This design comes from an exercise in tuning for small area on the open sky130 flow, not from production work. Function was checked by simulation only, so behaviour that the tests miss may differ from the original.

Design Paso_Banda, start of the top module:
module Paso_Banda (
  input  wire signed [20:0] u,
  input  wire clk, rst, EN,
  output wire signed [20:0] y1, y2, y3
);
==> flow/config.mk <==
export PLATFORM = sky130hd
export DESIGN_NAME = Paso_Banda
export DESIGN_NICKNAME = Paso_Banda
export VERILOG_FILES = /design/flow/design.v
export SDC_FILE = /design/flow/constraint.sdc
export NUM_CORES = 4
export LEC_CHECK = 0
export CAP_MARGIN = 20
export CORE_MARGIN = 2
export CORE_UTILIZATION = 40
export CTS_BUF_LIST = sky130_fd_sc_hd__clkbuf_8
export CTS_CLUSTER_DIAMETER = 70
export CTS_CLUSTER_SIZE = 24
export SLEW_MARGIN = 20
export SYNTH_HIERARCHICAL = 1
==> flow/constraint.sdc <==
create_clock -name core_clock -period 25.0 [get_ports {clk}]
set_input_delay 5.0000 -clock core_clock [delete_from_list [all_inputs] [get_ports {clk}]]
set_output_delay 5.0000 -clock core_clock [all_outputs]
set_load 0.01 [all_outputs]
run.sh (not shown) runs the stock make flow with config.mk's settings and CLKGATE_MAP_FILE= SYNTH_SCRIPT=/design/flow/synth_recipe.tcl, a recipe that flattens the netlist after the stock synthesis.
The starting point finished clean.
==> next run, changes <==
- CORE_UTILIZATION: 40 -> 55
- CTS_CLUSTER_DIAMETER: 70 -> 60
- CTS_CLUSTER_SIZE: 24 -> 20
The new run went through all stages and came out clean.
Hold slack gains 0.0041 ns.
Cell count came out lower by 7.2%.
Clock-buffer cell count came out higher by 12.
Design area came out lower by about 0.8%.
First-iteration DRC count came out higher by about 3.2%.
==> next run, changes <==
==> flow/flow/run.sh (new file) <==
#!/bin/bash
# The standard layout (standard.sh: ORFS synthesis through finish), with
# one change: the input and output port buffers that global placement adds
# use the smallest buffer cell (buf_1) instead of the default delay buffer.
# make's full output goes to standard.log; ORFS keeps each step's log under
# orfs/logs/.
set -euo pipefail
export BUFFER_PORTS_ARGS="-buffer_cell sky130_fd_sc_hd__buf_1"
bash standard.sh > standard.log 2>&1
==> flow/standard.sh (new file) <==
#!/bin/bash
# synth_recipe.tcl (not shown) runs the flow's synth.tcl, then flattens the netlist and writes it again
# the make line also repeats each setting of config.mk as NAME=value (left out here)
make -C /OpenROAD-flow-scripts/flow DESIGN_CONFIG=/design/flow/config.mk WORK_HOME=/design/flow/orfs CLKGATE_MAP_FILE= SYNTH_SCRIPT=/design/flow/synth_recipe.tcl "${@:-finish}"
- CORE_UTILIZATION: 55 -> 40
- CTS_CLUSTER_DIAMETER: 60 -> 64
- CTS_CLUSTER_SIZE: 20 -> 22
removed: flow/run.sh
Worst setup slack gains 0.056 ns.
Clock-buffer cell count came out lower by 4.
Global-route usage came out lower by 8.4 points.


run A:
Paso_Banda, a different RTL version from the one above (not shown whole).
Size in the first run: ~5300 cells after synthesis, ~450 flip-flops.
Settings: LEC_CHECK=0, CAP_MARGIN=20, CORE_MARGIN=2, CORE_UTILIZATION=40, CTS_BUF_LIST=sky130_fd_sc_hd__clkbuf_8, CTS_CLUSTER_DIAMETER=64, CTS_CLUSTER_SIZE=22, SLEW_MARGIN=20, SYNTH_HIERARCHICAL=1; clock period 25.0 ns.
Stock flow here: none of the scripts above is used.
Run A | status: complete | timing, DRC, antenna: pass
### run A -> run B
==> flow/flow/run.sh (new file) <==
#!/bin/bash
# The standard layout (standard.sh: ORFS synthesis through finish), with
# one change: the input and output port buffers that global placement adds
# use the smallest buffer cell (buf_1) instead of the default delay buffer.
# make's full output goes to standard.log; ORFS keeps each step's log under
# orfs/logs/.
set -euo pipefail
export BUFFER_PORTS_ARGS="-buffer_cell sky130_fd_sc_hd__buf_1"
export CTS_BUF_DISTANCE=150
bash standard.sh > standard.log 2>&1
==> flow/standard.sh (new file) <==
#!/bin/bash
# synth_recipe.tcl (not shown) runs the flow's synth.tcl, then flattens the netlist and writes it again
# the make line also repeats each setting of config.mk as NAME=value (left out here)
make -C /OpenROAD-flow-scripts/flow DESIGN_CONFIG=/design/flow/config.mk WORK_HOME=/design/flow/orfs CLKGATE_MAP_FILE= SYNTH_SCRIPT=/design/flow/synth_recipe.tcl "${@:-finish}"
removed: flow/run.sh
- Run B: no failed stages, no open violations at the end
- Of run A and run B, the run reporting the higher design area was run A.
- On number of cells after detailed placement, run A and run B are neck and neck.
- Maximum frequency (higher): run A


## run 1
Starting RTL as in the previous note.
Settings: LEC_CHECK=0, CAP_MARGIN=20, CORE_MARGIN=2, CORE_UTILIZATION=50, CTS_BUF_LIST=sky130_fd_sc_hd__clkbuf_8, CTS_CLUSTER_DIAMETER=64, CTS_CLUSTER_SIZE=26, SLEW_MARGIN=20, SYNTH_HIERARCHICAL=1; clock period 25.0 ns.
standard.sh (not shown) runs the stock make flow with config.mk's settings and CLKGATE_MAP_FILE= SYNTH_SCRIPT=/design/flow/synth_recipe.tcl, a recipe that flattens the netlist after the stock synthesis.
==> flow/flow/run.sh <==
#!/bin/bash
# The standard layout (standard.sh: ORFS synthesis through finish), with
# one change: the input and output port buffers that global placement adds
# use the smallest buffer cell (buf_1) instead of the default delay buffer.
# make's full output goes to standard.log; ORFS keeps each step's log under
# orfs/logs/.
set -euo pipefail
export BUFFER_PORTS_ARGS="-buffer_cell sky130_fd_sc_hd__buf_1"
bash standard.sh > standard.log 2>&1
Input-level comparison between run 2 and run 1:
- CORE_UTILIZATION now 55, was 50
- CTS_CLUSTER_SIZE now 22, was 26
Results
Run 2 reached the end of the flow, and the finished layout is clean on the timing, design-rule and antenna checks. Run 2 gives more fraction of met1 tracks used by global routing than run 1 did. Run 2 against run 1: final non-filler cell area dropped about 0.7%; post-CTS repair timing setup buffer count barely changed. Critical path's largest stage delay, run 2 and run 1: lower on run 2. Run 2 vs run 1 — arrival time of data at the critical path endpoint rose 5480 ps.
Input-level comparison between run 3 and run 2:
- CORE_UTILIZATION changed from 55 to 40
==> summary.txt <==
- Run 3 completed every stage of the flow, and the final layout passed the timing, design-rule and antenna checks.
- Going from run 2 to run 3, average routed wire per standard cell saw a decrease; starting density of the core decreased 15 points; multi-input logic portion of the cell area went down by 1.0 points; critical path depth dropped about 33%.
- Compared with run 2, run 3 shows a higher detailed-routed wire length on met3.
- Top-level port count: run 3 vs run 2 identical
- The number of vias per cell in run 2 is 1.09 times that in run 3.
- The run showing the greater timing-limited maximum frequency is run 2.


== oak ==
RTL: one of the versions met above, not the one the previous note started from.
Size in the first run: roughly 5,300 cells after synthesis, roughly 450 flip-flops, ~87 I/O pins, roughly 63,000 sq um of cells after synthesis.
## Paso_Banda
module Paso_Banda (
  input  wire signed [20:0] u,
  input  wire clk, rst, EN,
  output wire signed [20:0] y1, y2, y3
);
Settings: LEC_CHECK=0, CAP_MARGIN=20, CORE_MARGIN=2, CORE_UTILIZATION=65, CTS_BUF_LIST=sky130_fd_sc_hd__clkbuf_8, CTS_CLUSTER_DIAMETER=50, CTS_CLUSTER_SIZE=18, SLEW_MARGIN=20, SYNTH_HIERARCHICAL=1; clock period 25.0 ns.
run.sh (not shown) runs the stock make flow with config.mk's settings and CLKGATE_MAP_FILE= SYNTH_SCRIPT=/design/flow/synth_recipe.tcl, a recipe that flattens the netlist after the stock synthesis.
Stock flow here: none of the scripts above is used.
oak | stages: all done | timing, DRC, antenna: all pass
Changes in pine relative to oak:
- a change of CTS_CLUSTER_SIZE from 18 to 24
- a change of CORE_UTILIZATION from 65 to 60
- a change of CTS_CLUSTER_DIAMETER from 50 to 70
==> comparison <==
Of pine and oak, pine shows the lower ratio of final minimum period to clock period, with oak above it. Delta (pine minus oak): minimum clock period after layout moved down; total wire length moved up. Taking oak as the reference, in pine worst hold-check slack saw an increase; total die area saw an increase; final design instance area without fill saw a decrease; height of the die saw an increase. Diff pine..oak | max capacitance violation total | unchanged. Every stage of the flow completed for pine, and the final layout passed the timing, design-rule and antenna checks. Any difference in share of the final layout cell area in sequential cells between pine and oak is small enough to ignore. pine and oak ended up with nearly the same post-cts resize count. pine has more setup slack than oak.


== try-tundra ==
Paso_Banda, a different RTL version from the one above (not shown whole).
For scale: about 5,400 cells after synthesis, about 450 flip-flops, roughly 87 I/O pins, about 0.064 sq mm of cells after synthesis.
==> flow/design.v (excerpt) <==
module Paso_Banda (
  input  wire signed [20:0] u,
  input  wire clk, rst, EN,
  output wire signed [20:0] y1, y2, y3
);
  wire [10:0] c_low;
  Filtro_low1 s_low1 (.clk(clk), .rst(rst), .EN(EN), .x(u), .y(c_low));
  Filtro_low2 s_low2 (.clk(clk), .rst(rst), .EN(EN), .x(c_low), .y(y1));
  wire [19:0] c_mid;
  Filtro_mid1 s_mid1 (.clk(clk), .rst(rst), .EN(EN), .x(u), .y(c_mid));
  Filtro_mid2 s_mid2 (.clk(clk), .rst(rst), .EN(EN), .x(c_mid), .y(y2));
  wire [20:0] c_hi;
  Filtro_hi1 s_hi1 (.clk(clk), .rst(rst), .EN(EN), .x(u), .y(c_hi));
  Filtro_hi2 s_hi2 (.clk(clk), .rst(rst), .EN(EN), .x(c_hi), .y(y3));
endmodule
export LEC_CHECK = 0
export CAP_MARGIN = 20
export CORE_MARGIN = 2
export CORE_UTILIZATION = 40
export CTS_BUF_LIST = sky130_fd_sc_hd__clkbuf_8
export CTS_CLUSTER_DIAMETER = 70
export CTS_CLUSTER_SIZE = 24
export SLEW_MARGIN = 20
export SYNTH_HIERARCHICAL = 1
create_clock -name core_clock -period 25.0 [get_ports {clk}]
Inputs modified between try-tundra and try-sierra:
Settings: CTS_CLUSTER_SIZE removed (was 24); CTS_BUF_LIST removed (was sky130_fd_sc_hd__clkbuf_8); CTS_CLUSTER_DIAMETER removed (was 70).
Results
- ~same met2 routed wirelength in try-sierra and try-tundra
- Between try-sierra and try-tundra, it is try-sierra whose fraction of layout cells with a size suffix above 1 is lower, by 0.17 points.
- try-sierra vs. try-tundra: cell area moved up; setup slack rose by 0.018 ns.
- Number of fill cells (higher): try-tundra
- Of try-sierra and try-tundra, the run reporting the lower first-iteration DRC count was try-tundra.
- Against try-tundra as the reference, try-sierra delivers a lower final period demand of the worst path.
- Between try-tundra and try-sierra, number of cells on the critical path increased.
- The number of antenna diodes in try-sierra was lower than what try-tundra gave.
> inputs changed (try-sierra -> try-pepper)
Settings: setting CTS_CLUSTER_SIZE to 20 for the first time; setting CTS_CLUSTER_DIAMETER to 60 for the first time; setting CTS_BUF_LIST to sky130_fd_sc_hd__clkbuf_8 for the first time.
==> comparison <==
try-pepper: all stages complete, timing, DRC and antenna checks passed
Per the comparison of try-pepper with try-sierra, share of synthesized flip-flops with an asynchronous set or reset about even, total wire length after detailed routing about even, via count about even, remaining design rule violation count about even.

## afterwards: timing with drivers on the ports
The flow's constraints put no driver on any port. The routed layouts listed below were extracted and timed again, unchanged, in two steps. Step 1 sets driving cells, clkbuf_16 on the clock port and buf_2 on the other inputs (assumed; they add their load-dependent delay and slew). Step 2, shift: input delay + t, output delay - t, t = (earliest + latest rising clock arrival at the registers) / 2. This alone moves slack from input paths to output paths. Three values: ideal, step 1, step 2; two values: the first two.
run | t, ns | slack for setup (ns) | slew at the worst register clock pin (ns) | worst data-port slew with drivers (ns)
the first run of note 1 | 0.865 | 1.007 / 1.007 / 1.007 | 0.12 / 0.12 | 0.10
the second run of note 1 | 0.793 | 1.011 / 1.011 / 1.011 | 0.10 / 0.10 | 0.06
the third run of note 1 | 0.871 | 1.067 / 1.067 / 1.067 | 0.10 / 0.10 | 0.10
run A | 0.844 | 0.857 / 0.807 / 0.857 | 0.11 / 0.11 | 0.11
run B | 0.827 | 0.781 / 0.704 / 0.899 | 0.12 / 0.12 | 0.11
run 1 | 0.830 | 0.911 / 0.841 / 0.931 | 0.11 / 0.11 | 0.07
run 2 | 0.782 | 1.005 / 0.936 / 1.005 | 0.11 / 0.11 | 0.13
run 3 | 0.867 | 0.822 / 0.742 / 0.880 | 0.12 / 0.12 | 0.12
oak | 0.802 | 0.927 / 0.927 / 0.927 | 0.08 / 0.08 | 0.05
pine | 0.866 | 0.998 / 0.998 / 0.998 | 0.11 / 0.11 | 0.05
try-tundra | 0.860 | 1.081 / 1.081 / 1.081 | 0.10 / 0.10 | 0.05
try-sierra | 0.742 | 1.100 / 1.100 / 1.100 | 0.06 / 0.06 | 0.05
try-pepper | 0.870 | 1.061 / 1.061 / 1.061 | 0.09 / 0.09 | 0.05
After both steps setup and hold are still met in every run listed.
